What follows belongs to an exercise in optimizing a design on an open flow for small area and a short achievable clock period; a production flow would make more cautious choices. Function was checked by simulation only, so behaviour that the tests miss may differ from the original. Power is estimated from default activity; no workload was simulated.

**flow/config.mk**
```make
export PLATFORM = sky130hd
export DESIGN_NAME = single_cycle_cpu_interrupt
export DESIGN_NICKNAME = single_cycle_cpu_interrupt
export VERILOG_FILES = /design/flow/design.v
export SDC_FILE = /design/flow/constraint.sdc
export NUM_CORES = 4
export LEC_CHECK = 0
export CAP_MARGIN = 20
export CORE_MARGIN = 2
export CORE_UTILIZATION = 45
export CTS_BUF_LIST = sky130_fd_sc_hd__clkbuf_16
export CTS_CLUSTER_DIAMETER = 70
export CTS_CLUSTER_SIZE = 24
export SETUP_SLACK_MARGIN = 4
export SLEW_MARGIN = 20
export SYNTH_HIERARCHICAL = 1
export SYNTH_MINIMUM_KEEP_SIZE = 0
```
**flow/constraint.sdc**
```tcl
create_clock -name core_clock -period 12.5 [get_ports {clock}]
set_input_delay 2.5000 -clock core_clock [delete_from_list [all_inputs] [get_ports {clock}]]
set_output_delay 2.5000 -clock core_clock [all_outputs]
set_load 0.01 [all_outputs]
```
**flow/design.v**
```verilog
`timescale 1ns / 1ps
module single_cycle_cpu_interrupt (clock, resetn, inst, d_f_mem, pc, m_addr, d_t_mem, wmem, rmem, intr0, intr1);
    input  clock, resetn;
    input  [31:0] inst;
    input  [31:0] d_f_mem;
    output [31:0] pc;
    output [31:0] m_addr;
    output [31:0] d_t_mem;
    output wmem;
    output rmem;
    input  intr0;
    input  intr1;
    wire [5:0]  op  = inst[31:26];
    wire [4:0]  rs  = inst[25:21];
    wire [4:0]  rt  = inst[20:16];
    wire [4:0]  rd  = inst[15:11];
    wire [4:0]  sa  = inst[10:6];
    wire [5:0]  fn  = inst[5:0];
    wire [15:0] imm = inst[15:0];
    wire rtype  = (op == 6'h00);
    wire i_add  = rtype & (fn == 6'h20);
    wire i_sub  = rtype & (fn == 6'h22);
    wire i_and  = rtype & (fn == 6'h24);
    wire i_or   = rtype & (fn == 6'h25);
    wire i_xor  = rtype & (fn == 6'h26);
    wire i_slt  = rtype & (fn == 6'h2a);
    wire i_shf  = rtype & (fn[5:3] == 3'b000) & (fn[1:0] != 2'b01);   
    wire i_jr   = rtype & (fn == 6'h08);
    wire i_addi = (op == 6'h08);
    wire i_andi = (op == 6'h0c);
    wire i_ori  = (op == 6'h0d);
    wire i_xori = (op == 6'h0e);
    wire i_slti = (op == 6'h0a);
    wire i_lw   = (op == 6'h23);
    wire i_sw   = (op == 6'h2b);
    wire i_beq  = (op == 6'h04);
    wire i_bne  = (op == 6'h05);
    wire i_lui  = (op == 6'h0f);
    wire i_j    = (op == 6'h02);
    wire i_jal  = (op == 6'h03);
    wire i_eret = (op == 6'h10) & inst[25] & (fn == 6'h18);
    wire wreg = i_add | i_sub | i_and | i_or | i_xor | i_slt | i_shf |
                i_addi | i_andi | i_ori | i_xori | i_slti | i_lw | i_lui | i_jal;
    wire [4:0] dest = i_jal ? 5'd31 : (rtype ? rd : rt);
    wire [31:0] wd;
    wire [31:1] we;
    wire [31:0] q [1:31];
    genvar g, i;
    generate
        for (g = 1; g < 32; g = g + 1) begin : R
            assign we[g] = wreg & (dest == g);
            wire [31:0] d;
            reg  [31:0] r;
            always @(posedge clock) r <= d;
            assign q[g] = r;
            for (i = 0; i < 32; i = i + 1) begin : B
                rf_hold h (.we(we[g]), .wen(~we[g]), .d(wd[i]), .q(r[i]), .y(d[i]));
            end
        end
    endgenerate
    wire [31:1] sela, selb;
    generate
        for (g = 1; g < 32; g = g + 1) begin : S
            assign sela[g] = (rs == g);
            assign selb[g] = (rt == g);
        end
    endgenerate
    wire [31:0] a, b, am;
    generate
        for (i = 0; i < 32; i = i + 1) begin : P
            wire [9:0] na, nb;
            wire [2:0] xa, xb;
            wire       an, bn, amn;
            for (g = 0; g < 10; g = g + 1) begin : G
                rf_sel3 ua (.s0(sela[3*g+1]), .s1(sela[3*g+2]), .s2(sela[3*g+3]),
                            .d0(q[3*g+1][i]), .d1(q[3*g+2][i]), .d2(q[3*g+3][i]),
                            .y(na[g]));
                rf_sel3 ub (.s0(selb[3*g+1]), .s1(selb[3*g+2]), .s2(selb[3*g+3]),
                            .d0(q[3*g+1][i]), .d1(q[3*g+2][i]), .d2(q[3*g+3][i]),
                            .y(nb[g]));
            end
            rf_nand4 a0 (.a(na[0]), .b(na[1]), .c(na[2]), .d(na[3]), .y(xa[0]));
            rf_nand4 a1 (.a(na[4]), .b(na[5]), .c(na[6]), .d(na[7]), .y(xa[1]));
            rf_nand3 a2 (.a(na[8]), .b(na[9]), .c(~(sela[31] & q[31][i])), .y(xa[2]));
            rf_nor3  a3 (.a(xa[0]), .b(xa[1]), .c(xa[2]), .y(an));
            rf_nor3  a4 (.a(xa[0]), .b(xa[1]), .c(xa[2]), .y(amn));
            rf_nand4 b0 (.a(nb[0]), .b(nb[1]), .c(nb[2]), .d(nb[3]), .y(xb[0]));
            rf_nand4 b1 (.a(nb[4]), .b(nb[5]), .c(nb[6]), .d(nb[7]), .y(xb[1]));
            rf_nand3 b2 (.a(nb[8]), .b(nb[9]), .c(~(selb[31] & q[31][i])), .y(xb[2]));
            rf_nor3  b3 (.a(xb[0]), .b(xb[1]), .c(xb[2]), .y(bn));
            assign a[i]  = ~an;
            assign am[i] = ~amn;
            assign b[i]  = ~bn;
        end
    endgenerate
    wire        sext   = i_addi;
    wire [31:0] immx   = {{16{sext & imm[15]}}, imm};
    wire        use_b  = rtype | i_beq | i_bne;
    wire [31:0] opb    = use_b ? b : immx;
    wire        subx   = rtype ? (fn[1] & ~fn[2]) : i_slti;   
    wire [31:0] bb     = opb ^ {32{subx}};
    wire [31:0] p      = a ^ bb;
    wire [31:0] gg     = a & bb;
    wire [31:0] g0 = {gg[31:1], gg[0] | (p[0] & subx)};
    wire [31:0] gn5;                                     
    genvar l;
    ks32 aks (.g(g0), .p(p), .gn(gn5));
    wire [31:0] sum = p ^ {~gn5[30:0], subx};
    wire        lt  = gn5[31];                         
    wire [31:0] x_and = gg;
    wire [31:0] x_or  = gg | p;
    wire [31:0] x_xor = p;
    wire        eq    = ~|p;
    wire        left  = ~fn[1];
    wire        fill  = fn[0] & b[31];
    wire [4:0]  shamt = fn[2] ? a[4:0] : sa;
    wire        big   = fn[2] & (|a[31:5]);
    reg  [31:0] bx, sr, srr;
    integer k;
    always @(*) begin
        for (k = 0; k < 32; k = k + 1) bx[k] = left ? b[31-k] : b[k];
        sr = $signed({fill, bx}) >>> shamt;
        for (k = 0; k < 32; k = k + 1) srr[k] = sr[31-k];
    end
    wire sel_shr  = i_shf & ~left & ~big;
    wire sel_shl  = i_shf & left & ~big;
    wire sel_fill = i_shf & big & fill;
    reg  [31:0] pc, epc;
    reg         ie;
    wire [29:0] pu = pc[31:2];
    wire [7:0]  gall;                                    
    wire [7:0]  gin;                                     
    wire [29:0] pinc;
    generate
        for (i = 0; i < 8; i = i + 1) begin : IG
            if (i < 7) begin : F
                assign gall[i] = &pu[4*i+3:4*i];
            end else begin : L
                assign gall[i] = &pu[29:28];
            end
            if (i == 0) begin : Z
                assign gin[i] = 1'b1;
            end else begin : NZ
                assign gin[i] = &gall[i-1:0];
            end
        end
        for (i = 0; i < 30; i = i + 1) begin : IB
            if (i % 4 == 0) begin : Z
                assign pinc[i] = pu[i] ^ gin[i/4];
            end else begin : NZ
                assign pinc[i] = pu[i] ^ (gin[i/4] & (&pu[i-1:4*(i/4)]));
            end
        end
    endgenerate
    wire [31:0] pc4 = {pinc, pc[1:0]};
    wire [29:0] bo  = {{14{imm[15]}}, imm};
    wire [29:0] bp  = pu ^ bo;                           
    wire [29:0] bg  = pu & bo;
    wire [29:0] bg0 = {bg[29:1], bg[0] | bp[0]};
    reg  [29:0] cg, cp, bc;
    integer m, n, st;
    always @(*) begin
        cg = bg0; cp = bp;
        for (st = 1; st < 32; st = st * 2)
            for (n = 2 * st - 1; n < 30; n = n + 2 * st) begin
                cg[n] = cg[n] | (cp[n] & cg[n - st]);
                cp[n] = cp[n] & cp[n - st];
            end
        for (st = 8; st >= 1; st = st / 2)
            for (n = 3 * st - 1; n < 30; n = n + 2 * st) begin
                cg[n] = cg[n] | (cp[n] & cg[n - st]);
                cp[n] = cp[n] & cp[n - st];
            end
        bc = {cg[28:0], 1'b1};                           
    end
    wire [31:0] brt   = {bp ^ bc, pc[1:0]};
    wire [31:0] jt    = {pc4[31:28], inst[25:0], 2'b00};
    wire        taken = (i_beq & eq) | (i_bne & ~eq);
    wire [31:0] next_pc = i_jr ? a : (i_j | i_jal) ? jt : taken ? brt : pc4;
    wire sel_add = i_add | i_sub | i_addi;
    wire sel_lt  = i_slt | i_slti;
    wire sel_and = i_and | i_andi;
    wire sel_or  = i_or  | i_ori;
    wire sel_xor = i_xor | i_xori;
    wire [31:0] wd_early = ({32{sel_and}} & x_and) |
                           ({32{sel_or }} & x_or) |
                           ({32{sel_xor}} & x_xor) |
                           ({32{sel_shr}} & sr) |
                           ({32{sel_shl}} & srr) |
                           {32{sel_fill}} |
                           ({32{i_lui  }} & {imm, 16'h0}) |
                           ({32{i_jal  }} & pc4) |
                           ({32{i_lw   }} & d_f_mem) |
                           {31'h0, sel_add & sum[0]};
    rf_ao21 w0 (.a(sel_lt), .b(lt), .c(wd_early[0]), .y(wd[0]));
    generate
        for (i = 1; i < 32; i = i + 1) begin : WD
            rf_ao21 w (.a(sel_add), .b(sum[i]), .c(wd_early[i]), .y(wd[i]));
        end
    endgenerate
    wire [31:0] mim = {{16{imm[15]}}, imm};
    wire [31:0] mp  = am ^ mim;
    wire [31:0] mgn5;
    ks32 mks (.g(am & mim), .p(mp), .gn(mgn5));
    assign m_addr  = mp ^ {~mgn5[30:0], 1'b0};
    assign d_t_mem = b;
    assign wmem    = i_sw;
    assign rmem    = i_lw;
    always @(posedge clock or negedge resetn) begin
        if (!resetn) begin
            pc  <= 32'h0;
            epc <= 32'h0;
            ie  <= 1'b1;
        end else if (i_eret) begin
            pc  <= epc;
            ie  <= 1'b1;
        end else if (ie && (intr0 || intr1)) begin
            epc <= next_pc;
            pc  <= intr0 ? 32'h08 : 32'h10;
            ie  <= 1'b0;
        end else begin
            pc  <= next_pc;
        end
    end
endmodule
module rf_hold (we, wen, d, q, y);
    input we, wen, d, q;
    output y;
    assign y = (we & d) | (wen & q);
endmodule
module rf_sel3 (s0, s1, s2, d0, d1, d2, y);
    input s0, s1, s2, d0, d1, d2;
    output y;
    assign y = ~((s0 & d0) | (s1 & d1) | (s2 & d2));
endmodule
module rf_nand4 (a, b, c, d, y);
    input a, b, c, d;
    output y;
    assign y = ~(a & b & c & d);
endmodule
module rf_nand3 (a, b, c, y);
    input a, b, c;
    output y;
    assign y = ~(a & b & c);
endmodule
module rf_nor3 (a, b, c, y);
    input a, b, c;
    output y;
    assign y = ~(a | b | c);
endmodule
module ks_an (gi, pi, gj, pj, go, po);
    input gi, pi, gj, pj;
    output go, po;
    assign go = ~(gi | (pi & gj));
    assign po = ~(pi & pj);
endmodule
module ks_oa (gi, pi, gj, pj, go, po);
    input gi, pi, gj, pj;
    output go, po;
    assign go = ~(gi & (pi | gj));
    assign po = ~(pi | pj);
endmodule
module rf_ao21 (a, b, c, y);
    input a, b, c;
    output y;
    assign y = (a & b) | c;
endmodule
module ks32 (g, p, gn);
    input  [31:0] g, p;
    output [31:0] gn;
    wire [31:0] gk [0:5];
    wire [31:0] pk [0:5];
    assign gk[0] = g;
    assign pk[0] = p;
    genvar l, i;
    generate
        for (l = 0; l < 5; l = l + 1) begin : L
            for (i = 0; i < 32; i = i + 1) begin : N
                if (i >= (1 << l)) begin : C
                    if (l % 2 == 0) begin : E
                        assign gk[l+1][i] = ~(gk[l][i] | (pk[l][i] & gk[l][i - (1 << l)]));
                        assign pk[l+1][i] = ~(pk[l][i] & pk[l][i - (1 << l)]);
                    end else begin : O
                        assign gk[l+1][i] = ~(gk[l][i] & (pk[l][i] | gk[l][i - (1 << l)]));
                        assign pk[l+1][i] = ~(pk[l][i] | pk[l][i - (1 << l)]);
                    end
                end else begin : W
                    assign gk[l+1][i] = ~gk[l][i];
                    assign pk[l+1][i] = ~pk[l][i];
                end
            end
        end
    endgenerate
    assign gn = gk[5];
endmodule
```
**flow/run.sh**
```bash
#!/bin/bash
# synth_recipe.tcl (not shown) runs the flow's synth.tcl, then flattens the netlist and writes it again
# the make line also repeats each setting of config.mk as NAME=value (left out here)
make -C /OpenROAD-flow-scripts/flow DESIGN_CONFIG=/design/flow/config.mk WORK_HOME=/design/flow/orfs CLKGATE_MAP_FILE= SYNTH_SCRIPT=/design/flow/synth_recipe.tcl finish
```
==> results.txt <==
## final timing paths
| path | startpoint | depth (start not counted) | endpoint |
|---|---|---|---|
| setup / recovery | inst[25] | 22 | m_addr[16] |
| hold / removal | epc[19]$_DFFE_PN0P_ | 1 | pc[19]$_DFF_PN0_ |
| setup reg to reg | R[19].r[27]$_DFF_P_ | 15 | R[21].r[1]$_DFF_P_ |
| hold reg to reg | epc[19]$_DFFE_PN0P_ | 1 | pc[19]$_DFF_PN0_ |
| max in group asynchronous | resetn | 2 | pc[25]$_DFF_PN0_ |
| min in group asynchronous | resetn | 2 | pc[0]$_DFF_PN0_ |
## registers in the layout (all words and copies together) (netlist names)
signal / count
R.r: 992
ie: 1
epc: 32
pc: 32
## metal layers
| metal | vias up | global-route usage, % | share of wire (%) |
|---|---|---|---|
| met2 | 5040 | 64.86 | 40 |
| met1 | 26900 | 57.01 | 35 |
| met4 | 10 | 33.00 | 9.3 |
| met3 | 1246 | 18.55 | 16 |
| li1 | 22630 | - | - |
| met5 | - | 2.284 | 0.14 |
## worst register-to-register path: cells and delay by family, from the launching register on
family                 cells  cell delay [ns]
AO/OA/AOI/OAI              7             2.61
AND/OR/NAND/NOR            6             2.57
buffers and inverters      2             0.53
flip-flops                 1             0.36
## power by group through the flow
stage	Sequential, W	Clock [W]	Combinational (W)
global placement	0.00362	0	0.000931
global route	0.00355	0.00267	0.00113
CTS	0.00354	0.00254	0.00102
detailed placement	0.00362	0	0.000943
finish	0.00354	0.00256	0.00107
floorplan	0.00360	0	0.000536
## what timing repair did
item,CTS,global route
pin swaps,202,84
endpoints found under the setup margin,1116,355
gates cloned,21,0
gates resized for setup,390,101
hold endpoints to repair,0,0
buffers inserted,239,30
## cell type report
| cell class | count | area (um2) | share of cell area, % |
|---|---|---|---|
| Antenna cell | 4 | 10.01 | 0.01569 |
| Timing Repair Buffer | 654 | 5972 | 9.358 |
| Clock buffer | 70 | 1752 | 2.745 |
| Clock inverter | 48 | 591.8 | 0.9274 |
| Inverter | 206 | 780.7 | 1.223 |
| Multi-Input combinational cell | 3625 | 31330 | 49.10 |
| Sequential cell | 1057 | 21490 | 33.67 |
| Tap cell | 1512 | 1892 | 2.965 |
## metrics by stage
step / area [um2] / hold WS, ns / instances / setup slack, ns / utilization [%]
after floorplan: 51970 / 0.4447 / 4979 / 4.000 / -
after global placement: 57190 / 0.4578 / 6761 / 1.214 / 50.02
after detailed placement: 57280 / 0.4678 / 6764 / 1.130 / 50.10
after CTS: 63250 / 0.4689 / 7142 / 3.686 / 55.32
after global routing: 63810 / 0.4833 / 7173 / 3.375 / 55.80
final: 63820 / 0.4808 / 7176 / 3.397 / 55.81
==> qor_table.md <==
| Item | This run | Unit |
|:---|:---|:---|
| Clock sinks | 1057 | - |
| Core Region | 114300 | um2 |
| Maximum number of pins on one net before global-route repair | 66 | - |
| Die Ht | 343.7 | um |
| Gp weighted congestion | 1.065 | - |
| Placement row count | 124 | - |
| Average cell area after synthesis | 10.43 | um2 |
| Critical-path top delay cell | sky130_fd_sc_hd__a222oi_1 | - |
| Gr usage total | 46.21 | % |
| First-pass GRT wire length | 393600 | um |
| Deepest clock path buffer count | 3 | - |
| Pwr dens | 112.4 | nW/um2 |
| Buffers on Ports | 165 | - |
| Final-stage net count | 5828 | - |
| Setup repair after global routing missed its margin | true | - |
| Share of the clock period used by the worst path after layout | 72.82 | % |
| Max Fclk | 109.9 | MHz |
| Area of the mapped netlist | 51920 | um2 |
| Critical path required time | 10.00 | ns |
| CTS clock-pin slew for the worst setup and hold paths | 0.09 | ns |
| Combined buffer and inverter count along the critical path | 9 | - |
| Synth Instances | 4979 | - |
| CP startpoint kind | input pin | - |
| Accumulated negative setup slack | 0 | ns |
| Number of nets produced by synthesis | 5194 | - |
| Final antenna-violating net count | 0 | - |
| Arrival time reported for the critical path endpoint | 6.60 | ns |
| Drt drc | 0 | - |
| Number of buffers added to fix hold violations after cts | 0 | - |
| CP Max Fanout | 15 | - |
| Total via count in the routed design | 55830 | - |
| Total wire length | 284300 | um |
| Clock latency of the later-clocked register in the worst-skew pair | 0.71 | ns |
| Relative contribution of the clock network to total power | 35.6 | % |
| Final setup skew | 0.04584 | ns |
| Hold/Removal Path Class | flop to flop | - |
| Iteration-0 DRC Markers | 12560 | - |
| Detailed Place HPWL | 179900 | um |
| Ratio of routed vias to standard cells | 7.781 | - |
| Area growth, synth to finish | 22.90 | % |
| Crit path cell chain | buf_16 > or2_4 > buf_4 > buf_12 > buf_4 > nor2_4 > buf_12 > a222oi_1 > nand4_1 > buf_6 > nor3_2 > inv_1 > ha_4 > and4_1 > nand2_1 > a211o_4 > nand2_4 > inv_6 > o211ai_1 > a31oi_1 > xnor2_2 > buf_2 | - |
| Classification of the worst setup path | input pin to output port | - |
| Initial standard-cell utilization of the core | 45.41 | % |
| Total power draw | 0.007171 | W |
| Number of max-capacitance violations reported | 0 | - |
| Share of power burned in combinational logic | 15.0 | % |
| Count of filler cells inserted in the layout | 10030 | - |
| Number of global-route vias before repair | 51370 | - |
| Die Width | 343.7 | um |
| Critical Path End Type | output port | - |
| Transition at the pin with the smallest max-transition slack | 1.253 | ns |
| Detailed-router iteration count before antenna repair | 17 | - |
| Leading cell type in the layout, fill and taps excluded | sky130_fd_sc_hd__a22o_1 | - |
| Static leakage | 25.24 | nW |
| Number of endpoints with negative hold slack in the final report | 0 | - |
| Net switching fraction of the power | 30.11 | % |
| Antenna violations before repair | 8 | - |
| Clock period minus final worst setup slack | 9.103 | ns |
| Warning count from the yosys run | 8 | - |
| P_int | 0.005012 | W |
| CTS tree | yes | - |
| Buffer type at the clock tree root | sky130_fd_sc_hd__clkbuf_16 | - |
| Fraction of layout cells with a size suffix above 1 | 19.28 | % |
| Worst-case headroom to the max-slew limit | 16.27 | % |
| Top-level port count | 166 | - |
| Area enclosed by the die boundary | 118100 | um2 |
| Result of the run | complete, no violations | - |
| Slowest cell delay on critical path | 0.52 | ns |
| Max-slew violation count | 0 | - |
| Max H-tree Level | 3 | - |
| Largest vdd supply drop | 0.1101 | mV |
| Detail-routed net length per standard cell | 39.62 | um |
| Sequential cell fraction of total power | 49.4 | % |
| CP top delay family | buffers and inverters | - |
| Total setup violations reported at the end of the flow | 0 | - |
| Most used cells in the layout excluding fill and tap cells | sky130_fd_sc_hd__a22o_1, sky130_fd_sc_hd__dfxtp_1, sky130_fd_sc_hd__a222oi_1 | - |
| CTS buffer count | 69 | - |
| Aggregate global routing overflow | 0 | - |
| Sw power | 0.002160 | W |
| R2R Setup Slk | 6.32 | ns |

-- port drivers added, routing unchanged --
How much do the figures lean on ideal ports? The routed layout below was timed once more, with nothing changed but the port constraints. Step 1 assumes that a clkbuf_16 drives the clock port and a buf_2 every other input. Step 2 adds t to the input delays and takes it off the output delays; t is the mean of the earliest and latest rising clock arrival at the registers after step 1. Input paths then give back, and output paths get back, about the clock's delay inside the block. Slacks: ideal / step 1 / step 2; pairs: ideal / step 1.
shift t [ns]: 0.770
setup WS [ns]: 3.397 / 3.260 / 3.151
worst setup path after step 2: input to register
clock arrival spread, ns: 0.046 / 0.046
After both steps this run still meets setup and hold. For this run, drivers alone change the setup slack by -0.137 ns; drivers and shift together by -0.246 ns.
